Source: an optimization exercise on an open RTL-to-GDS flow (aim: small area). Production flows keep margins and buffers that such runs may drop.
Function was checked by simulation only, so behaviour that the tests miss may differ from the original.

==> design.v <==
module BCDtoSSeg (BCD, SSeg);
  input [4:0] BCD;
  output reg [0:6] SSeg;
always @ ( * ) begin
  case (BCD)
   5'd0: SSeg = 7'b0000001; 	 
	5'd1: SSeg = 7'b1001111; 	 
	5'd2: SSeg = 7'b0010010; 	 
	5'd3: SSeg = 7'b0000110; 	 
	5'd4: SSeg = 7'b1001100; 	 
	5'd5: SSeg = 7'b0100100; 	 
	5'd6: SSeg = 7'b0100000; 	 
	5'd7: SSeg = 7'b0001111; 	 
	5'd8: SSeg = 7'b0000000; 	 
	5'd9: SSeg = 7'b0001100; 	 
   5'd10: SSeg = 7'b1001000;   
   5'd11: SSeg = 7'b0001001;	 
   5'd12: SSeg = 7'b0000100;	 
   5'd13: SSeg = 7'b0100100;	 
   5'd14: SSeg = 7'b1110001;	 
   5'd15: SSeg = 7'b0011000;	 
   5'd16: SSeg = 7'b1100000;   
   5'd17: SSeg = 7'b1110000;	 
   5'd18: SSeg = 7'b0111000;	 
   5'd19: SSeg = 7'b1000001;	 
   5'd20: SSeg = 7'b1001111;	 
   5'd21: SSeg = 7'b1000010;	 
   5'd22: SSeg = 7'b0110000;	 
   5'd23: SSeg = 7'b0001000;	 
   default:
   SSeg = 7'b1111110;
  endcase
end
endmodule
module display_hex(
    input [39:0] num,
    input clk,
    input [9:0] k,
    output [0:6] sseg,
    output [7:0] an,
    input rst
    );
reg [4:0] bcd;
reg started;
BCDtoSSeg bcdtosseg(.BCD(bcd), .SSeg(sseg));
wire enable = &k[6:0];
wire [2:0] shown = k[9:7] - 3'd1;
assign an = started ? ~(8'b1 << shown) : 8'hff;
always @(posedge clk or negedge rst) begin
    if (!rst) begin
        bcd <= 0;
        started <= 0;
    end else if (enable) begin
        started <= 1;
        case (k[9:7])
            3'h0: bcd <= num[4:0];
            3'h1: bcd <= num[9:5];
            3'h2: bcd <= num[14:10];
            3'h3: bcd <= num[19:15];
            3'h4: bcd <= num[24:20];
            3'h5: bcd <= num[29:25];
            3'h6: bcd <= num[34:30];
            3'h7: bcd <= num[39:35];
        endcase
    end
end
endmodule
module spi_master(
   input clk,
   input reset,             
   input go,                
   input bit_in,
   input dc_in,
   output [2:0] bitsel,
   output load,             
   output fin,              
   output t0,               
   output reg mosi,
   output sclk,
   output ce,
   output reg dc,
   output reg lcd_rst
);
   reg [4:0] cc;
   reg [3:0] h;
   reg active;
   wire last = (cc == 5'h10);
   assign sclk   = h[0];
   assign ce     = ~active;
   assign bitsel = h[3:1];
   assign load   = ~active & (lcd_rst | go);
   assign fin    = active & last & (&h);
   assign t0     = active & ~(|cc) & ~(|h);
   always @(posedge clk or posedge reset) begin
      if (reset) begin
         cc <= 0;
         h <= 0;
         active <= 0;
         mosi <= 0;
         dc <= 0;
         lcd_rst <= 0;
      end else if (load) begin
         active <= 1;
         dc <= dc_in;
         lcd_rst <= 1;
      end else if (active) begin
         mosi <= bit_in;
         cc <= {cc[3:0], ~(cc[4] ^ cc[1])};
         if (last) begin
            h <= h + 1;
            if (&h) active <= 0;
         end
      end
   end
endmodule
module FSM_pet (
   input clk,
   input reset,           
   input go,
   input [2:0] face,
   input [2:0] icon,
   output mosi,
   output sclk,
   output ce,
   output dc,
   output lcd_rst
);
   reg [9:0] r;           
   reg [2:0] fs;          
   reg [2:0] ni;          
   reg [2:0] is;          
   wire load, fin, t0;
   wire [2:0] bs;
   function [7:0] dl;
      input [2:0] f;
      input [3:0] i;
      begin
         case (i)
            4'd0:  dl = (f == 5) ? 8'b00000000 : 8'b00001110;
            4'd1:  dl = (f == 5) ? 8'b00000000 : 8'b00010001;
            4'd2:  dl = (f == 5) ? 8'b00000011 : 8'b01100000;
            4'd3:  case (f)
                      0, 1:    dl = 8'b10000100;
                      2, 6:       dl = 8'b10010010;
                      3, 4, 7:    dl = 8'b10010000;
                      default: dl = 8'b00001100;
                   endcase
            4'd4:  case (f)
                      0:       dl = 8'b10110010;
                      1:       dl = 8'b10110110;
                      2, 6:       dl = 8'b10110100;
                      3, 7:       dl = 8'b10001000;
                      4:       dl = 8'b10111000;
                      default: dl = 8'b00010010;
                   endcase
            4'd5:  case (f)
                      0:       dl = 8'b10000010;
                      1:       dl = 8'b10000101;
                      2, 6:       dl = 8'b10000100;
                      3, 4, 7:    dl = 8'b10010000;
                      default: dl = 8'b00100001;
                   endcase
            4'd6:  case (f)
                      0, 4:    dl = 8'b01100011;
                      1:       dl = 8'b01100101;
                      2, 6:       dl = 8'b01100111;
                      3, 7:       dl = 8'b01100000;
                      default: dl = 8'b00100010;
                   endcase
            4'd7:  case (f)
                      0:       dl = 8'b00100011;
                      1, 2, 6:    dl = 8'b00100101;
                      3, 7:       dl = 8'b00100001;
                      4:       dl = 8'b00100100;
                      default: dl = 8'b00100000;
                   endcase
            4'd8:  dl = (f == 5) ? 8'b00000111 : 8'b00001111;
            4'd9:  dl = (f == 5) ? 8'b00001001 : 8'b00010001;
            4'd10: dl = (f == 5) ? 8'b11111111 : 8'b10100001;
            4'd11: dl = (f == 5) ? 8'b00000001 : 8'b10101110;
            4'd12: dl = (f == 5) ? 8'b10000001 : 8'b01000001;
            4'd13: dl = (f == 5) ? 8'b00011001 : 8'b00001001;
            4'd14: dl = (f == 5) ? 8'b10100001 : 8'b00000110;
            default: dl = (f == 5) ? 8'b00100001 : 8'b00000010;
         endcase
      end
   endfunction
   function [7:0] il;
      input [2:0] n;
      input [2:0] i;
      begin
         case (n)
            0: case (i)
                  0: il = 8'b00000000;
                  1: il = 8'b00110010;
                  2: il = 8'b00101010;
                  3: il = 8'b00100110;
                  4: il = 8'b00000000;
                  5: il = 8'b11001000;
                  6: il = 8'b10101000;
                  default: il = 8'b10011000;
               endcase
            1: case (i)
                  7: il = 8'b00011100;
                  6: il = 8'b00100010;
                  5: il = 8'b00100001;
                  4: il = 8'b01110001;
                  3: il = 8'b10010001;
                  2: il = 8'b10100001;
                  1: il = 8'b00100010;
                  default: il = 8'b00011100;
               endcase
            2: case (i)
                  7: il = 8'b01111100;
                  6: il = 8'b10010010;
                  5: il = 8'b01010001;
                  4: il = 8'b00010001;
                  3: il = 8'b00010001;
                  2: il = 8'b00010001;
                  1: il = 8'b00010010;
                  default: il = 8'b00011100;
               endcase
            3: case (i)
                  7: il = 8'b00000010;
                  6: il = 8'b00000111;
                  5: il = 8'b11111110;
                  4: il = 8'b10000000;
                  3: il = 8'b10000000;
                  2: il = 8'b10000010;
                  1: il = 8'b10000111;
                  default: il = 8'b11111110;
               endcase
            4: case (i)
                  7: il = 8'b01111110;
                  6: il = 8'b10000001;
                  5: il = 8'b11111111;
                  4: il = 8'b00011000;
                  3: il = 8'b00011000;
                  2: il = 8'b11111111;
                  1: il = 8'b10000001;
                  default: il = 8'b01111110;
               endcase
            default: il = 8'b00000000;
         endcase
      end
   endfunction
   wire fr = (r[9:6] == 4'd0);
   wire [2:0] g = r[5:3];
   wire [2:0] j = r[2:0];
   wire rev = (g == 3'd2) | (g == 3'd5);
   wire [3:0] di = {g[2], j ^ {3{rev}}};
   wire [2:0] ii = (g == 3'd0) ? 3'd7 : j;
   wire [7:0] dbyte = dl(fs, di);
   wire [7:0] ibyte = il(is, ii);
   reg [7:0] cbyte;
   reg [1:0] src;      
   reg dc_cur;
   always @(*) begin
      cbyte = 8'h00;
      src = 2'd0;
      dc_cur = 1'b0;
      if (!fr) begin
         dc_cur = r[9];
         if (!r[9])
            case (j)
               2: cbyte = 8'h21;
               3: cbyte = 8'h90;
               4: cbyte = 8'h20;
               5: cbyte = 8'h0C;
               6: cbyte = 8'h80;
               default: cbyte = 8'h00;
            endcase
      end else begin
         case (g)
            3'd0: case (j[1:0])
                     2'd0: src = 2'd2;
                     2'd1: cbyte = 8'hA0;
                     default: cbyte = 8'h42;
                  endcase
            3'd3: cbyte = j[0] ? 8'h41 : 8'hA0;
            3'd6: case (j[1:0])
                     2'd0: src = 2'd1;
                     2'd1: cbyte = 8'hA4;
                     default: cbyte = 8'h44;
                  endcase
            3'd7: begin src = 2'd2; dc_cur = 1'b1; end
            default: begin src = 2'd1; dc_cur = 1'b1; end
         endcase
      end
   end
   wire [7:0] byte_cur = (src == 2'd1) ? dbyte : (src == 2'd2) ? ibyte : cbyte;
   wire bit_cur = byte_cur[~bs];
   spi_master spi (
      .clk(clk),
      .reset(~reset),
      .go(go),
      .bit_in(bit_cur),
      .dc_in(dc_cur),
      .bitsel(bs),
      .load(load),
      .fin(fin),
      .t0(t0),
      .mosi(mosi),
      .sclk(sclk),
      .ce(ce),
      .dc(dc),
      .lcd_rst(lcd_rst)
   );
   wire c_end = (&r[5:0]) & (fr | (&r[9:6]));
   wire g_end = (g == 3'd3) ? j[0] :
                (g == 3'd0 || g == 3'd6) ? j[1] : (&j);
   always @(posedge clk) begin
      if (~reset) begin
         r <= 10'd504;
         is <= 3'd5;
      end else begin
         if (fin) begin
            if (!fr) r <= r + 1;
            else if (g_end) r <= {4'd0, g + 3'd1, 3'd0};
            else r <= r + 1;
            if (fr && r[5:0] == 6'd0) is <= ni;
         end
      end
   end
   always @(posedge clk) begin
      if (t0 && c_end) begin
         fs <= face;
         ni <= icon;
      end
   end
endmodule
module buzzer(
    input clk,
    input reset,
    input trigger,
    output buzzer_out
);
    parameter CLK_FREQ = 50_000;
    localparam [15:0] S_END = 16'h8488;   
    reg [15:0] counter;
    reg trigger_prev;
    reg active;
    assign buzzer_out = ~active;
    wire start = trigger & ~trigger_prev;
    wire done = (counter == S_END);
    always @(posedge clk or negedge reset) begin
        if (~reset) begin
            trigger_prev <= 0;
            active <= 0;
        end else begin
            trigger_prev <= trigger;
            if (start)
                active <= 1;
            else if (done)
                active <= 0;
        end
    end
    always @(posedge clk) begin
        if (active && !start && !done)
            counter <= {counter[14:0], ~(counter[15] ^ counter[2])};
        else
            counter <= 0;
    end
endmodule
module debounce #(parameter COUNT_BOT=1500, parameter MOV=0)(
	input reset,
	input clk,
	input boton_in,
	output reg boton_out
);
generate if (!MOV) begin : g
	localparam W = 11;
	localparam [10:0] S_PRESS = 11'h2ff;   
	localparam [10:0] S_REL   = 11'h2b3;   
	reg [W-1:0] counter;
	wire hit = (counter == (boton_out ? S_REL : S_PRESS));
	always @(posedge clk) begin
		if (~reset) begin
			counter <= 0;
			boton_out <= ~boton_in;
		end else if (boton_in != boton_out) begin
			counter <= 0;
		end else if (hit) begin
			boton_out <= ~boton_out;
			counter <= 0;
		end else begin
			counter <= {counter[9:0], ~(counter[10] ^ counter[0])};
		end
	end
end else begin : g
	localparam W = 14;
	localparam [13:0] S_PRESS = 14'h1b37;   
	localparam [13:0] S_REL   = 14'h1009;   
	reg [W-1:0] counter;
	wire hit = (counter == (boton_out ? S_REL : S_PRESS));
	always @(posedge clk) begin
		if (~reset) begin
			counter <= 0;
			boton_out <= ~boton_in;
		end else if (boton_in != boton_out) begin
			counter <= 0;
		end else if (hit) begin
			boton_out <= ~boton_out;
			counter <= 0;
		end else begin
			counter <= {counter[12:0], ~(counter[13] ^ counter[0] ^ counter[1])};
		end
	end
end endgenerate
endmodule
module debounce_b2 (
	input reset,
	input clk,
	input boton_in,
	input alive,
	output reg boton_out,
	output toggle
);
localparam [17:0] S_PRESS = 18'h1fd29;   
localparam [17:0] S_HOLD  = 18'h39923;   
localparam [4:0] REL = 5'd16;   
reg [17:0] c;
reg [4:0] rc;
wire [17:0] c_next = {c[16:0], ~(c[17] ^ c[0])};
assign toggle = boton_out & alive & (c == S_HOLD);
always @(posedge clk) begin
	if (~reset) begin
		c <= 0;
		rc <= 0;
		boton_out <= ~boton_in;
	end else if (!boton_out) begin
		rc <= 0;
		if (boton_in)
			c <= 0;
		else if (c == S_PRESS) begin
			boton_out <= 1;
			c <= 0;
		end else
			c <= c_next;
	end else begin
		if (!alive || c == S_HOLD)
			c <= 0;
		else
			c <= c_next;
		if (!boton_in)
			rc <= 0;
		else if ((rc & REL) == REL) begin
			boton_out <= 0;
			c <= 0;
			rc <= 0;
		end else
			rc <= rc + 1;
	end
end
endmodule
module i2c_master (
    input wire clk,
    input wire reset_n,
    input wire internal_clk,
    input wire [1:0] wr_code,
    output reg rx_pos,
    input wire read_enable,
    input wire write_enable,
    output wire nack,
    output wire queued,
    output wire data_valid,
    output wire stop,
    output reg scl_out,
    input wire sda_in,
    output reg sda_out
);
    parameter IDLE = 5'b10000,
              START = 5'b10001,
              SEND_BIT = 5'b00000,
              WAIT_SCL_HIGH = 5'b00001,
              WAIT_SCL_LOW = 5'b00010,
              CHECK_ACK = 5'b00100,
              CHECK_ACK_HIGH = 5'b00101,
              CHECK_ACK_LOW = 5'b00110,
              WRITE = 5'b10010,
              PREP_STOP = 5'b10100,
              STOP = 5'b10101,
              READ = 5'b10011,
              RECEIVE_BIT = 5'b01000,
              RD_SCL_HIGH = 5'b01001,
              RD_SCL_LOW = 5'b01010,
              SEND_ACK = 5'b01100,
              SEND_ACK_HIGH = 5'b01101,
              SEND_ACK_LOW = 5'b01110,
              RESTART = 5'b10110;
    reg [4:0] state;
    reg rd;                  
    reg [3:0] counter;
    reg [1:0] sel;
    reg nack_detected;
    reg sda_in_q, sda_in_qq;
    reg [7:0] tx_byte;
    always @(*) begin
        case (sel)
            2'd0: tx_byte = 8'h00;
            2'd1: tx_byte = 8'h6B;
            2'd2: tx_byte = 8'h3B;
            default: tx_byte = {7'h68, rd};
        endcase
    end
    wire tx_bit = tx_byte[~counter[2:0]];
    assign data_valid = (state == SEND_ACK_HIGH);
    assign stop = (state == STOP);
    assign queued = (counter == 4'd0) &&
                    ((state == RECEIVE_BIT) || (state == SEND_BIT && sel != 2'd3));
    assign nack = nack_detected &&
                  ((state == WRITE) || (state == READ) || (state == PREP_STOP));
    always @(posedge clk) begin
        sda_in_q <= sda_in;
        sda_in_qq <= sda_in_q;
        case (state)
            IDLE: begin
                rx_pos <= 1'b0;
                counter <= 4'b0;
            end
            START: if (internal_clk) begin
                counter <= 4'b0;
                sel <= 2'd3;
                rd <= ~write_enable;
            end
            SEND_BIT, RECEIVE_BIT: if (internal_clk) counter <= counter + 1;
            CHECK_ACK_HIGH: if (internal_clk) nack_detected <= sda_in_qq;
            WRITE: if (!nack_detected && write_enable) begin
                sel <= wr_code;
                counter <= 4'b0;
            end
            READ: if (!nack_detected && read_enable) begin
                sel <= 2'b01;
                counter <= 4'b0;
            end
            RD_SCL_HIGH: if (internal_clk) begin
                case (counter)
                    4'd1: if (sda_in_qq) sel[0] <= 1'b0;
                    4'd2: if (!sda_in_qq) sel[0] <= 1'b0;
                    4'd3: if (sda_in_qq) sel[1] <= 1'b1;
                    4'd4: if (!sda_in_qq && !sel[1]) sel[0] <= 1'b0;
                    default: if (sda_in_qq) sel[1] <= 1'b1;
                endcase
            end
            SEND_ACK: if (internal_clk) rx_pos <= sel[0] & sel[1];
            PREP_STOP: if (internal_clk) nack_detected <= 1'b0;
            default: ;
        endcase
    end
    wire scl_rise = (state == WAIT_SCL_HIGH) || (state == CHECK_ACK_HIGH) ||
                    (state == RD_SCL_HIGH) || (state == SEND_ACK_HIGH) ||
                    (state == PREP_STOP) || (state == STOP);
    always @(posedge clk or negedge reset_n) begin
        if (!reset_n) begin
            state <= IDLE;
            scl_out <= 1'b1;
            sda_out <= 1'b1;
        end else begin
            if (state == IDLE)
                scl_out <= 1'b1;
            else if (state == START)
                scl_out <= ~internal_clk;
            else if (internal_clk)
                scl_out <= scl_rise;
            case (state)
                IDLE: begin
                    sda_out <= 1'b1;
                    if (internal_clk && (write_enable || read_enable))
                        state <= START;
                end
                START: begin
                    sda_out <= 1'b0;
                    if (internal_clk) state <= SEND_BIT;
                end
                SEND_BIT: if (internal_clk) begin
                    sda_out <= tx_bit;
                    state <= WAIT_SCL_HIGH;
                end
                WAIT_SCL_HIGH: if (internal_clk) state <= WAIT_SCL_LOW;
                WAIT_SCL_LOW: if (internal_clk) state <= counter[3] ? CHECK_ACK : SEND_BIT;
                CHECK_ACK: if (internal_clk) begin
                    sda_out <= 1'b1;
                    state <= CHECK_ACK_HIGH;
                end
                CHECK_ACK_HIGH: if (internal_clk) state <= CHECK_ACK_LOW;
                CHECK_ACK_LOW: if (internal_clk) state <= rd ? READ : WRITE;
                WRITE: begin
                    if (nack_detected) begin
                        if (internal_clk) begin
                            sda_out <= 1'b0;
                            state <= PREP_STOP;
                        end
                    end else if (write_enable) begin
                        state <= SEND_BIT;
                    end else if (read_enable) begin
                        sda_out <= 1'b1;
                        if (internal_clk) state <= RESTART;
                    end else if (internal_clk) begin
                        sda_out <= 1'b0;
                        state <= PREP_STOP;
                    end
                end
                RESTART: if (internal_clk) state <= IDLE;
                READ: begin
                    if (nack_detected) begin
                        if (internal_clk) begin
                            sda_out <= 1'b0;
                            state <= PREP_STOP;
                        end
                    end else if (read_enable) begin
                        state <= RECEIVE_BIT;
                    end else if (write_enable) begin
                        sda_out <= 1'b1;
                        if (internal_clk) state <= IDLE;
                    end else if (internal_clk) begin
                        sda_out <= 1'b0;
                        state <= PREP_STOP;
                    end
                end
                RECEIVE_BIT: if (internal_clk) begin
                    sda_out <= 1'b1;
                    state <= RD_SCL_HIGH;
                end
                RD_SCL_HIGH: if (internal_clk) state <= RD_SCL_LOW;
                RD_SCL_LOW: if (internal_clk) state <= counter[3] ? SEND_ACK : RECEIVE_BIT;
                SEND_ACK: if (internal_clk) begin
                    sda_out <= ~read_enable;
                    state <= SEND_ACK_HIGH;
                end
                SEND_ACK_HIGH: if (internal_clk) state <= SEND_ACK_LOW;
                SEND_ACK_LOW: if (internal_clk) state <= READ;
                PREP_STOP: if (internal_clk) begin
                    sda_out <= 1'b0;
                    state <= STOP;
                end
                STOP: if (internal_clk) begin
                    sda_out <= 1'b1;
                    state <= IDLE;
                end
                default: state <= IDLE;
            endcase
        end
    end
endmodule
module mpu6050_controller (
    input wire clk,
    input wire reset_n,
    input wire internal_clk,
    output wire [1:0] wr_code,
    output reg read_enable,
    output reg write_enable,
    input wire queued,
    input wire nack,
    input wire stop,
    input wire data_valid,
    input wire rx_pos,
    output reg [3:0] address,
    output reg data_pos,
    output reg load,
    output reg completed,
    input wire rescan
);
    localparam IDLE = 3'b000,
               POWER_MGMT_0 = 3'b001,
               POWER_MGMT_1 = 3'b010,
               READ_0 = 3'b011,
               READ_1 = 3'b100,
               STABLE = 3'b101;
    reg [2:0] state;
    assign wr_code = (state == POWER_MGMT_0) ? 2'd1 : (state == READ_0) ? 2'd2 : 2'd0;
    always @(posedge clk) begin
        if (!reset_n) begin
            read_enable <= 1'b0;
            write_enable <= 1'b0;
            address <= 4'b0;
            load <= 1'b0;
            data_pos <= 1'b0;
            completed <= 1'b0;
            state <= IDLE;
        end else begin
            case (state)
                IDLE: begin
                    if (internal_clk) begin
                        read_enable <= 1'b0;
                        write_enable <= 1'b0;
                        address <= 4'b0;
                        load <= 1'b0;
                        data_pos <= 1'b0;
                        completed <= 1'b0;
                        state <= POWER_MGMT_0;
                    end
                end
                POWER_MGMT_0: begin
                    if (internal_clk) begin
                        write_enable <= 1'b1;
                        read_enable <= 1'b0;
                        if (queued) begin
                            state <= POWER_MGMT_1;
                        end else if (nack) begin
                            state <= IDLE;
                        end
                    end
                end
                POWER_MGMT_1: begin
                    if (internal_clk) begin
                        if (queued) begin
                            write_enable <= 1'b0;
                            read_enable <= 1'b0;
                            state <= READ_0;
                        end else if (nack) begin
                            state <= IDLE;
                        end
                    end
                end
                READ_0: begin
                    if (internal_clk) begin
                        if (stop) begin
                            write_enable <= 1'b1;
                            read_enable <= 1'b0;
                        end else if (queued) begin
                            write_enable <= 1'b0;
                            read_enable <= 1'b1;
                            address <= 4'b0;
                        end else if (data_valid) begin
                            load <= 1'b1;
                            data_pos <= rx_pos;
                            state <= READ_1;
                        end else if (nack) begin
                            state <= IDLE;
                        end
                    end
                end
                READ_1: begin
                    if (internal_clk) begin
                        if (data_valid) begin
                            load <= 1'b1;
                            data_pos <= rx_pos;
                        end else if (queued) begin
                            address <= address + 1;
                            if (address == 4'b1100) begin
                                write_enable <= 1'b0;
                                read_enable <= 1'b0;
                            end else begin
                                write_enable <= 1'b0;
                                read_enable <= 1'b1;
                            end
                        end else if (stop) begin
                            state <= STABLE;
                        end else begin
                            load <= 1'b0;
                        end
                    end
                end
                STABLE: begin
                    completed <= 1'b1;
                    if (internal_clk) begin
                        if (rescan) begin
                            state <= IDLE;
                        end
                    end
                end
                default: ;
            endcase
        end
    end
endmodule
module movement_detect (
    input wire clk,
    input wire reset_n,
    input wire internal_clk,
    input wire completed,
    output reg rescan,
    input wire x_pos,
    output reg movement
);
    always @(posedge clk) begin
        if (!reset_n) begin
            movement <= 1'b1;
            rescan <= 1'b0;
        end else begin
            if (internal_clk) begin
                if (completed) begin
                    movement <= x_pos;
                    rescan <= 1'b1;
                end else begin
                    rescan <= 1'b0;
                end
            end
        end
    end
endmodule
module mpu6050_interface (
    input wire clk,
    input wire reset_n,
    input wire sda_i,
    output wire sda_o,
    output wire scl_o,
    output reg movement_deb
);
    wire movement;
    wire internal_clk;
    wire [1:0] wr_code;
    wire read_enable;
    wire write_enable;
    wire queued;
    wire nack;
    wire stop;
    wire data_valid;
    wire rx_pos;
    wire [3:0] address;
    wire data_pos;
    wire load;
    wire completed;
    wire rescan;
    reg [7:0] counter;
    reg x_pos;
    mpu6050_controller mpu6050_ctrl (
        .clk(clk),
        .reset_n(reset_n),
        .internal_clk(internal_clk),
        .wr_code(wr_code),
        .read_enable(read_enable),
        .write_enable(write_enable),
        .queued(queued),
        .nack(nack),
        .stop(stop),
        .data_valid(data_valid),
        .rx_pos(rx_pos),
        .address(address),
        .data_pos(data_pos),
        .load(load),
        .completed(completed),
        .rescan(rescan)
    );
    i2c_master i2c_master (
        .clk(clk),
        .reset_n(reset_n),
        .internal_clk(internal_clk),
        .wr_code(wr_code),
        .rx_pos(rx_pos),
        .read_enable(read_enable),
        .write_enable(write_enable),
        .nack(nack),
        .queued(queued),
        .data_valid(data_valid),
        .stop(stop),
        .scl_out(scl_o),
        .sda_in(sda_i),
        .sda_out(sda_o)
    );
    movement_detect detector (
        .clk(clk),
        .reset_n(reset_n),
        .internal_clk(internal_clk),
        .completed(completed),
        .rescan(rescan),
        .x_pos(x_pos),
        .movement(movement)
    );
    localparam [7:0] S_TIC = 8'hcf;   
    assign internal_clk = (counter == S_TIC);
    always @(posedge clk) begin
        if (!reset_n) begin
            counter <= 8'b0;
        end else if (internal_clk) begin
            counter <= 8'b0;
        end else begin
            counter <= {counter[6:0], ~(counter[7] ^ counter[2])};
        end
    end
    localparam [6:0] P_PRESS = 7'd93;    
    localparam [7:0] S_PRESS = 8'hbe;     
    localparam [7:0] S_REL   = 8'h84;     
    reg [6:0] p;
    wire hit = movement_deb ? (counter == S_REL)
                            : (((p & P_PRESS) == P_PRESS) && (counter == S_PRESS));
    always @(posedge clk) begin
        if (~reset_n) begin
            p <= 0;
            movement_deb <= 1'b0;    
        end else if (movement != movement_deb) begin
            p <= 0;
        end else if (hit) begin
            movement_deb <= ~movement_deb;
            p <= 0;
        end else if (internal_clk) begin
            p <= p + 1;
        end
    end
    always @(posedge clk) begin
        if (!reset_n) begin
            x_pos <= 1'b0;
        end else if (internal_clk && load && address == 4'h0) begin
            x_pos <= data_pos;
        end
    end
endmodule
module tamagotchi (
    input clk,
    input reset,
    input b2, b3, b4,
    input light_sensor,
    input sound_sensor,
    input sda_i,
    output scl_o,
    output sda_o,
    output mosi,
    output sclk,
    output ce,
    output dc,
    output lcd_rst,
    output [0:6] sseg,
    output [7:0] an,
    output test_led,
    output buzzer_out
);
    localparam ONE_SECOND = 50_000;
    localparam HOLD_TIME = 5 * ONE_SECOND;
    localparam FACE_TIME = 2 * ONE_SECOND;
    localparam SLEEP = 3'd0, FOOD = 3'd1, BATH = 3'd2, MUSIC = 3'd3, EXERCISE = 3'd4, DEAD = 3'd5;
    mpu6050_interface mpu6050 (
        .clk(clk),
        .reset_n(reset),
        .sda_i(sda_i),
        .sda_o(sda_o),
        .scl_o(scl_o),
        .movement_deb(movement_deb)
    );
    wire b2_deb, b3_deb, b4_deb, movement_deb;
    wire b2_toggle;
    debounce_b2 b2_debounce (.reset(reset), .clk(clk), .boton_in(b2), .alive(current != DEAD), .boton_out(b2_deb), .toggle(b2_toggle));
    debounce #(1500) b3_debounce (.reset(reset), .clk(clk), .boton_in(b3), .boton_out(b3_deb));
    debounce #(1500) b4_debounce (.reset(reset), .clk(clk), .boton_in(b4), .boton_out(b4_deb));
    reg [2:0] sleep_state, food_state, bath_state, music_state, exercise_state, health_state;
    reg [2:0] current, face;
    reg [17:0] sleep_hold_timer, music_hold_timer;
    reg [16:0] face_timer;
    reg sleep_hold_active, music_hold_active, sound_detected;
    reg music_past;    
    localparam [17:0] S_HOLD = 18'h39923;   
    localparam [17:0] S_1S   = 18'h1c355;   
    localparam [16:0] S_FACE = 17'h1b2da;   
    localparam [11:0] S_Q    = 12'hbea;     
    function [17:0] st18;
        input [17:0] s;
        st18 = {s[16:0], ~(s[17] ^ s[0])};
    endfunction
    function [16:0] st17;
        input [16:0] s;
        st17 = {s[15:0], ~(s[16] ^ s[1])};
    endfunction
    function [11:0] st12;
        input [11:0] s;
        st12 = {s[10:0], ~(s[11] ^ s[0])};
    endfunction
    reg test_mode;
    assign test_led = !test_mode;
    reg [9:0] k;
    reg [11:0] q;
    wire tick = (&k[3:0]) && (q == S_Q);
    reg [4:0] a;
    reg [1:0] t4;
    reg [1:0] t3;
    reg [2:0] t5;
    reg evt;
    always @(posedge clk) begin
        if (~reset) begin
            k <= 10'd64;
            q <= 0;
            a <= 0;
            t4 <= 0;
            t3 <= 0;
            t5 <= 0;
            evt <= 0;
        end else begin
            k <= k + 1;
            q <= (q == S_Q) ? 12'd0 : st12(q);
            evt <= 0;
            if (tick) begin
                if (a == 5'd29) begin
                    a <= 0;
                    evt <= 1;
                    t4 <= t4 + 1;
                    t3 <= (t3 == 2'd2) ? 2'd0 : t3 + 1;
                    t5 <= (t5 == 3'd4) ? 3'd0 : t5 + 1;
                end else begin
                    a <= a + 1;
                end
            end
        end
    end
    wire ev_food     = evt & ~t4[0];                  
    wire ev_bath     = evt & (t4 == 2'd0);            
    wire ev_music    = evt & (t3 == 2'd0);            
    wire ev_exercise = evt & (t5 == 3'd0);            
    wire ev_sleep    = ev_food & (t3 == 2'd0);        
    FSM_pet pet_display (
        .clk(clk),
        .reset(reset),
        .go(k[0]),
        .face(face),
        .icon(current),
        .mosi(mosi),
        .sclk(sclk),
        .ce(ce),
        .dc(dc),
        .lcd_rst(lcd_rst)
    );
    reg [39:0] display_data;
    display_hex seg_display (
        .num(display_data),
        .clk(clk),
        .k(k),
        .sseg(sseg),
        .an(an),
        .rst(reset)
    );
    reg buzzer_trigger;
    buzzer #(.CLK_FREQ(ONE_SECOND)) buzzer_inst (
        .clk(clk),
        .reset(reset),
        .trigger(buzzer_trigger),
        .buzzer_out(buzzer_out)
    );
    always @(*) begin
        case (current)
            SLEEP:   display_data = {5'd13, 5'd14, 5'd15, 2'b0, sleep_state[2:0], 5'd10, 5'd14, 5'd17, 2'b0, health_state[2:0]};
            FOOD:    display_data = {5'd10, 5'd11, 5'd12, 2'b0, food_state[2:0], 5'd10, 5'd14, 5'd17, 2'b0, health_state[2:0]};
            BATH:    display_data = {5'd16, 5'd17, 5'd10, 2'b0, bath_state[2:0], 5'd10, 5'd14, 5'd17, 2'b0, health_state[2:0]};
            MUSIC:   display_data = {5'd18, 5'd19, 5'd11, 2'b0, music_state[2:0], 5'd10, 5'd14, 5'd17, 2'b0, health_state[2:0]};
            EXERCISE: display_data = {5'd18, 5'd20, 5'd17, 2'b0, exercise_state[2:0], 5'd10, 5'd14, 5'd17, 2'b0, health_state[2:0]};
            default: display_data = {5'd21, 5'd22, 5'd23, 5'd21, 5'd21, 5'd22, 5'd23, 5'd21};
        endcase
    end
    reg b2_prev, b3_prev, b4_prev, movement_prev;
    wire b2_posedge, b3_posedge, b4_posedge, movement_posedge;
    always @(posedge clk) begin
        if (~reset) begin
            b2_prev <= 0;
            b3_prev <= 0;
            b4_prev <= 0;
            movement_prev <= 0;
        end else begin
            b2_prev <= b2_deb;
            b3_prev <= b3_deb;
            b4_prev <= b4_deb;
            movement_prev <= movement_deb;
        end
    end
    assign b2_posedge = b2_deb & ~b2_prev;
    assign b3_posedge = b3_deb & ~b3_prev;
    assign b4_posedge = b4_deb & ~b4_prev;
    assign movement_posedge = movement_deb & ~movement_prev;
    wire alive = (current != DEAD);
    wire tm = b2_posedge & test_mode & alive;
    wire cS = (current == SLEEP), cF = (current == FOOD), cB = (current == BATH),
         cM = (current == MUSIC), cE = (current == EXERCISE);
    wire dS = ev_sleep    | (tm & cS);
    wire dF = ev_food     | (tm & cF);
    wire dB = ev_bath     | (tm & cB);
    wire dM = ev_music    | (tm & cM);
    wire dE = ev_exercise | (tm & cE);
    wire b4go = b4_posedge & alive;
    wire sleep_start = cS & ~sleep_hold_active & b4_posedge & light_sensor;
    wire sleep_end = sleep_hold_active & (sleep_hold_timer == S_HOLD);
    wire music_end = music_hold_active & (music_hold_timer == S_HOLD);
    wire music_start = cM & ~music_hold_active & b4_posedge;
    wire rF = b4go & cF;
    wire rB = b4go & cB;
    wire rS = sleep_end;
    wire rM = music_end & sound_detected;
    wire rE = cE & movement_posedge;
    wire fullS = (sleep_state == 3'd7), fullF = (food_state == 3'd7), fullB = (bath_state == 3'd7),
         fullM = (music_state == 3'd7), fullE = (exercise_state == 3'd7);
    wire zS = (sleep_state == 3'd0), zF = (food_state == 3'd0), zB = (bath_state == 3'd0),
         zM = (music_state == 3'd0), zE = (exercise_state == 3'd0);
    wire hfull = (health_state == 3'd7);
    wire hzero = (health_state == 3'd0);
    reg h_chg, h_up;
    always @(*) begin
        h_chg = 1'b0;
        h_up = 1'b0;
        if (ev_sleep)    begin if (fullS & ~hfull) begin h_chg = 1; h_up = 1; end else if (zS & ~hzero) begin h_chg = 1; h_up = 0; end end
        if (ev_food)     begin if (fullF & ~hfull) begin h_chg = 1; h_up = 1; end else if (zF & ~hzero) begin h_chg = 1; h_up = 0; end end
        if (ev_bath)     begin if (fullB & ~hfull) begin h_chg = 1; h_up = 1; end else if (zB & ~hzero) begin h_chg = 1; h_up = 0; end end
        if (ev_music)    begin if (fullM & ~hfull) begin h_chg = 1; h_up = 1; end else if (zM & ~hzero) begin h_chg = 1; h_up = 0; end end
        if (ev_exercise) begin if (fullE & ~hfull) begin h_chg = 1; h_up = 1; end else if (zE & ~hzero) begin h_chg = 1; h_up = 0; end end
        if (tm) begin
            if ((cS & fullS) | (cF & fullF) | (cB & fullB) | (cM & fullM) | (cE & fullE)) begin
                if (~hfull) begin h_chg = 1; h_up = 1; end
            end else if ((cS & zS) | (cF & zF) | (cB & zB) | (cM & zM) | (cE & zE)) begin
                if (~hzero) begin h_chg = 1; h_up = 0; end
            end
        end
        if (((rF & fullF) | (rB & fullB) | (rS & fullS) | (rM & fullM) | (rE & fullE)) & ~hzero) begin
            h_chg = 1; h_up = 0;
        end
    end
    wire okFB = (rF & (~fullF | ~hzero)) | (rB & (~fullB | ~hzero));
    wire okS = rS & (~fullS | ~hzero);
    wire okM = rM & (~fullM | ~hzero);
    wire okE = rE & (~fullE | ~hzero);
    always @(posedge clk) begin
        if (sleep_start | sleep_end)
            sleep_hold_timer <= 0;
        else if (sleep_hold_active)
            sleep_hold_timer <= st18(sleep_hold_timer);
        if (music_start | music_end)
            music_hold_timer <= 0;
        else if (music_hold_active)
            music_hold_timer <= st18(music_hold_timer);
    end
    always @(posedge clk or negedge reset) begin
        if (~reset) test_mode <= 0;
        else if (b2_toggle) test_mode <= ~test_mode;
    end
    always @(posedge clk) begin
        if (~reset)
            face_timer <= 0;
        else if (alive && !sleep_hold_active && face_timer != S_FACE)
            face_timer <= st17(face_timer);
        else if (alive && !sleep_hold_active && face != 0)
            face_timer <= 0;
        else if (okFB | okS | okM | okE)
            face_timer <= 0;
    end
    always @(posedge clk) begin
        if (~reset) begin
            sleep_state <= 3'd7;
            food_state <= 3'd7;
            bath_state <= 3'd7;
            music_state <= 3'd7;
            exercise_state <= 3'd7;
            health_state <= 3'd7;
            current <= SLEEP;
            face <= 0;
            sleep_hold_active <= 0;
            music_hold_active <= 0;
            sound_detected <= 0;
            music_past <= 0;
            buzzer_trigger <= 0;
        end else begin
            if (rS & ~fullS) sleep_state <= sleep_state + 1;
            else if (dS & ~zS) sleep_state <= sleep_state - 1;
            if (rF & ~fullF) food_state <= food_state + 1;
            else if (dF & ~zF) food_state <= food_state - 1;
            if (rB & ~fullB) bath_state <= bath_state + 1;
            else if (dB & ~zB) bath_state <= bath_state - 1;
            if (rM & ~fullM) music_state <= music_state + 1;
            else if (dM & ~zM) music_state <= music_state - 1;
            if (rE & ~fullE) exercise_state <= exercise_state + 1;
            else if (dE & ~zE) exercise_state <= exercise_state - 1;
            if (h_chg) health_state <= h_up ? health_state + 1 : health_state - 1;
            buzzer_trigger <= okFB | okS | okM | okE;
            if (b3_posedge && alive) begin
                case (current)
                    SLEEP: current <= FOOD;
                    FOOD: current <= BATH;
                    BATH: current <= MUSIC;
                    MUSIC: current <= EXERCISE;
                    default: current <= SLEEP;
                endcase
            end
            if (okFB) begin
                face <= (rF ? fullF : fullB) ? 3'd2 : 3'd1;
            end
            if (sleep_start) begin
                face <= 3;
                sleep_hold_active <= 1;
            end
            if (sleep_end) sleep_hold_active <= 0;
            if (okS) begin
                face <= fullS ? 3'd2 : 3'd1;
            end
            if (music_start) begin
                music_hold_active <= 1;
                sound_detected <= 0;
            end
            if (music_hold_active) begin
                if (!music_end) begin
                    if (music_hold_timer == S_1S) music_past <= 1;
                    if (music_past && !sound_sensor) sound_detected <= 1;
                end else begin
                    music_hold_active <= 0;
                    sound_detected <= 0;
                    music_past <= 0;
                end
            end
            if (okM) begin
                face <= fullM ? 3'd2 : 3'd1;
            end
            if (okE) begin
                face <= fullE ? 3'd2 : 3'd1;
            end
            if (alive && !sleep_hold_active) begin
                if (face_timer == S_FACE && face != 0) begin
                    if (health_state <= 3) begin
                        face <= 4;
                    end else begin
                        face <= 0;
                    end
                end
            end
            if (alive && face != 1 && face != 2 && face != 3 && face != 5) begin
                if (health_state <= 3 && face != 4) begin
                    face <= 4;
                end else if (health_state > 3 && face == 4) begin
                    face <= 0;
                end
            end
            if (hzero) begin
                current <= DEAD;
                face <= 5;
            end
        end
    end
endmodule
==> flow/run.sh <==
#!/bin/bash
set -euo pipefail
W="$(pwd)"
rm -rf "$W/scripts_mod"
cp -r "$FLOW_HOME/scripts" "$W/scripts_mod"
cp "$W/flow/abc_area.script" "$W/scripts_mod/abc_area.script"
bash "$W/standard.sh" SCRIPTS_DIR="$W/scripts_mod" finish > "$W/flow_make.log" 2>&1
==> flow/abc_area.script <==
strash
&get -n
&fraig -x
&put
scorr
dc2
dretime
strash
dc2
balance
rewrite
refactor
balance
rewrite
rewrite -z
balance
refactor -z
rewrite -z
balance
dc2
&get -n
&dch -f
&nf -a -p -R 1000 -C 32 -F 8 -A 6
&put
==> standard.sh <==
#!/bin/bash
# synth_recipe.tcl (not shown) runs the flow's synth.tcl, then flattens the netlist and writes it again
# the make line also repeats each setting of config.mk as NAME=value (left out here)
make -C /OpenROAD-flow-scripts/flow DESIGN_CONFIG=/design/flow/config.mk WORK_HOME=/design/flow/orfs CLKGATE_MAP_FILE= SYNTH_SCRIPT=/design/flow/synth_recipe.tcl "${@:-finish}"
==> config.mk <==
export PLATFORM = sky130hd
export DESIGN_NAME = tamagotchi
export DESIGN_NICKNAME = tamagotchi
export VERILOG_FILES = /design/flow/design.v
export SDC_FILE = /design/flow/constraint.sdc
export NUM_CORES = 4
export LEC_CHECK = 0
export ABC_AREA = 1
export CAP_MARGIN = 20
export CORE_MARGIN = 2
export CORE_UTILIZATION = 65
export CTS_CLUSTER_DIAMETER = 80
export CTS_CLUSTER_SIZE = 25
export PLACE_DENSITY = 0.75
export SLEW_MARGIN = 20
==> constraint.sdc <==
create_clock -name core_clock -period 20.0 [get_ports {clk}]
set_input_delay 4.0000 -clock core_clock [delete_from_list [all_inputs] [get_ports {clk}]]
set_output_delay 4.0000 -clock core_clock [all_outputs]
set_load 0.01 [all_outputs]
==> flow_summary.json <==
{
  "status": "no timing/DRC/antenna violations",
  "cts_setup_buffers": 0,
  "slew_violations": 0,
  "cp-end-kind": "primary output",
  "die_y_um": 147,
  "drive_gt1_share_pct": 2.32,
  "ys_seq_area_share_pct": 43.6,
  "relSlewSlack_pct": 29.5,
  "dieArea_mm2": 0.0217,
  "fin_crit_ns": 6.53,
  "synth.most_common_cell": "dfxtp_1",
  "place.gp.congestion": 0.959,
  "initial_core_util_pct": 66.2,
  "cts.clk_slew.worst_paths_ns": 0.09,
  "maxCapViolCount": 0,
  "syn_inst": 1528,
  "num_rows": 52,
  "ff2ff_setup_slack_ns": 16.01,
  "setup_violations": 0,
  "period_share_pct": 32.7,
  "final.setup_skew_ns": 0.0163,
  "postRouteAntennaNets": 0,
  "drcViolationCount": 0,
  "startpoint": "seg_display.bcd[1]$_DFFE_PN0P_",
  "arrival_ns": 2.53,
  "clockBufferDepth": 3,
  "routedWlPerCell_um": 15.8,
  "dp.cells": 1837,
  "synth.largest_area_cell": "dfxtp_1",
  "firstDrtPassIters": 5,
  "path_class": "reg2out",
  "r2r-start": "pet_display.r[3]$_SDFFE_PN1P_",
  "timing.fmax_mhz": 153,
  "die_w_um": 147,
  "grt_pass1_wl_um": 50600,
  "rsz0062_at_grt": "false",
  "grt_max_degree": 65,
  "avgSynthCellArea_um2": 8.74,
  "cts_tree": "yes",
  "nets": 1637,
  "yosys.area.top_type_share_pct": 34.3,
  "synth_edf_count": 17,
  "gr-total-overflow": 0,
  "vias": 11693,
  "fin_total_pwr_mw": 1.05,
  "fin_tns_setup_ns": 0,
  "antennaDiodeCount": 0,
  "ys_seq_elements": 275,
  "detailedPlace.worstSlack_ns": 13.97,
  "insertion_delay_ns": 0.50,
  "totalWireLength_um": 29500,
  "r2r_end": "pet_display.spi.mosi$_DFFE_PN0P_",
  "min_path_type": "reg2reg",
  "netlist_area_mm2": 0.0134,
  "worstMarginPinSlew_ns": 1.05,
  "avgViaCountPerCell": 6.28,
  "worstSetupStartpointType": "flop",
  "grtUsageTotal_pct": 27.1,
  "area_growth_pct": 9.08,
  "yosysUniqueCellTypes": 69,
  "reg2reg_depth": 16,
  "io_pins": 32,
  "instances_no_fill": 1863,
  "worstPathRequired_ns": 16.00,
  "dp_hpwl_um": 20700,
  "hold_viol": 0,
  "clock-sinks": 275,
  "worstHoldPathCells": 0,
  "fin_hold_ws_ns": 0.342,
  "ir_drop_mv": 0.0697,
  "antenna_found_initial": 0,
  "synth_common_cells": "dfxtp_1, nor2_1, nand2_1, a21oi_1, o21ai_0",
  "yosys_warnings": 12,
  "portBuffers": 31,
  "ys.flop_type": "dfxtp_1",
  "root_buffer": "clkbuf_16",
  "cts.hold.buffers_added": 0,
  "ys_top_cells_by_area": "dfxtp_1, nor2_1, dfrtp_1",
  "htreeDepth": 1,
  "setup_ws_ns": 13.47,
  "crit_fanout": 8,
  "p_leak_nw": 5.27,
  "syn-num-nets": 1580,
  "first_iter_violations": 1006,
  "core_area_mm2": 0.0202,
  "power_density_mw_per_mm2": 72.3,
  "grt_pass1_vias": 10852,
  "async_reset_ff_share_pct": 10.5,
  "crit_end": "sseg[2]",
  "post_cts_resized": 0,
  "cts_buffers": 16
}
[flip-flops by register name (all words and copies together), names as in the netlist, 4 cells and up]
signal,flops
buzzer_inst.counter,16
a,5
music_hold_timer,18
mpu6050.p,7
seg_display.bcd,5
q,12
pet_display.r,10
mpu6050.mpu6050_ctrl.address,4
face_timer,17
pet_display.spi.h,4
k,10
b3_debounce.g.counter,11
mpu6050.i2c_master.state,5
b4_debounce.g.counter,11
sleep_hold_timer,18
pet_display.spi.cc,5
b2_debounce.c,18
b2_debounce.rc,5
mpu6050.i2c_master.counter,4
mpu6050.counter,8
[worst max-delay path, stage by stage (launching register included)]
cell,delay [ns]
dfrtp_1,0.49
clkinv_1,0.19
ha_1,0.34
clkinv_1,0.08
o21ai_0,0.14
o21ai_0,0.10
a31oi_1,0.15
clkdlybuf4s50_1,0.55
[how the worst min path moves through the flow]
stage	start	endpoint	slack [ns]
6_report	mpu6050.i2c_master.sda_in_q$_DFF_P_	mpu6050.i2c_master.sda_in_qq$_DFF_P_	0.34
5_1_grt	mpu6050.i2c_master.sda_in_q$_DFF_P_	mpu6050.i2c_master.sda_in_qq$_DFF_P_	0.35
4_1_cts	mpu6050.i2c_master.sda_in_q$_DFF_P_	mpu6050.i2c_master.sda_in_qq$_DFF_P_	0.34
3_5_place_dp	mpu6050.i2c_master.sda_in_q$_DFF_P_	mpu6050.i2c_master.sda_in_qq$_DFF_P_	0.32
3_3_place_gp	mpu6050.i2c_master.sda_in_q$_DFF_P_	mpu6050.i2c_master.sda_in_qq$_DFF_P_	0.32
2_1_floorplan	mpu6050.i2c_master.sda_in_q$_DFF_P_	mpu6050.i2c_master.sda_in_qq$_DFF_P_	0.31
[per-stage QoR]
stage	util (%)	cell area (um2)
detailed placement	69.7	14100
CTS	72.2	14600
floorplan	-	13400
global route	72.2	14600
finish	72.2	14600
global placement	69.7	14100
[power by group]
| part | switching, mW | internal, mW | total (mW) |
|---|---|---|---|
| clock network | 0.184 | 0.162 | 0.346 |
| logic | 0.0472 | 0.0416 | 0.0888 |
| registers | 0.0305 | 0.587 | 0.618 |
| total | 0.262 | 0.791 | 1.05 |
[final cells by class]
type,instances,area (um2)
Multi-Input combinational cell,1205,7350
Sequential cell,275,5820
Fill cell,1597,5600
Clock buffer,20,437
Timing Repair Buffer,39,368
Tap cell,270,338
Inverter,48,180
Clock inverter,6,63.8
[placed cells by master (no fill, tap or decap), types with 8 or more instances in the layout]
cell,n
o31ai_1,10
edfxtp_1,17
dfxtp_1,229
o21ai_0,82
and2_0,59
clkdlybuf4s50_1,30
a211oi_1,17
o22ai_1,9
and3_1,43
xor2_1,20
nand2_1,132
a21oi_1,112
nor2_1,189
a22oi_1,25
mux2i_1,43
o2111ai_1,8
nand3b_1,10
nor4_1,12
dfrtp_1,26
buf_4,9
nand4_1,36
clkinv_1,47
nor4b_1,8
xnor2_1,21
nand2b_1,23
clkbuf_16,17
nor3_1,60
ha_1,38
a31oi_1,25
nor2b_1,30
nand3_1,58
[cells by family after synthesis]
kind of cell             count (synthesis)  share of synthesized area, %
buffers and inverters                   48                          1.35
flip-flops                             275                          43.6
multiplexers                            47                          3.56
XOR/XNOR                                41                          2.69
AO/OA/AOI/OAI                          370                          17.7
adder cells (fa/ha/maj)                 44                          4.46
AND/OR/NAND/NOR                        703                          26.6
[per-layer routing]
layer  up-vias  wire, um  GRT usage [%]
met1      5492     13600           38.2
met3        44      1670           3.60
met2       394     13700           44.0
met4         0       530           7.36
met5         -         0              0
li1       5763         -              -

==> what the ideal ports hide <==
No port has a modelled driver above. Below, the same layout with a new extraction and two added sets of constraints.
Step 1: set_driving_cell puts a clkbuf_16 on clk and a buf_2 on each other input, an assumption about the parent block.
Step 2 adds t to the input delays and takes it off the output delays; t is the mean of the earliest and latest rising clock arrival at the registers after step 1. Input paths then give back, and output paths get back, about the clock's delay inside the block.
Three values: no drivers, after step 1, after step 2; two values: the first two.
shift t [ns]: 0.540
setup slack, ns: 13.466 / 13.416 / 13.944
cell pins on the clock port's net: 1
After both steps this run still meets setup and hold. The setup slack of this run moves by -0.050 ns with the drivers and by +0.478 ns with both steps.
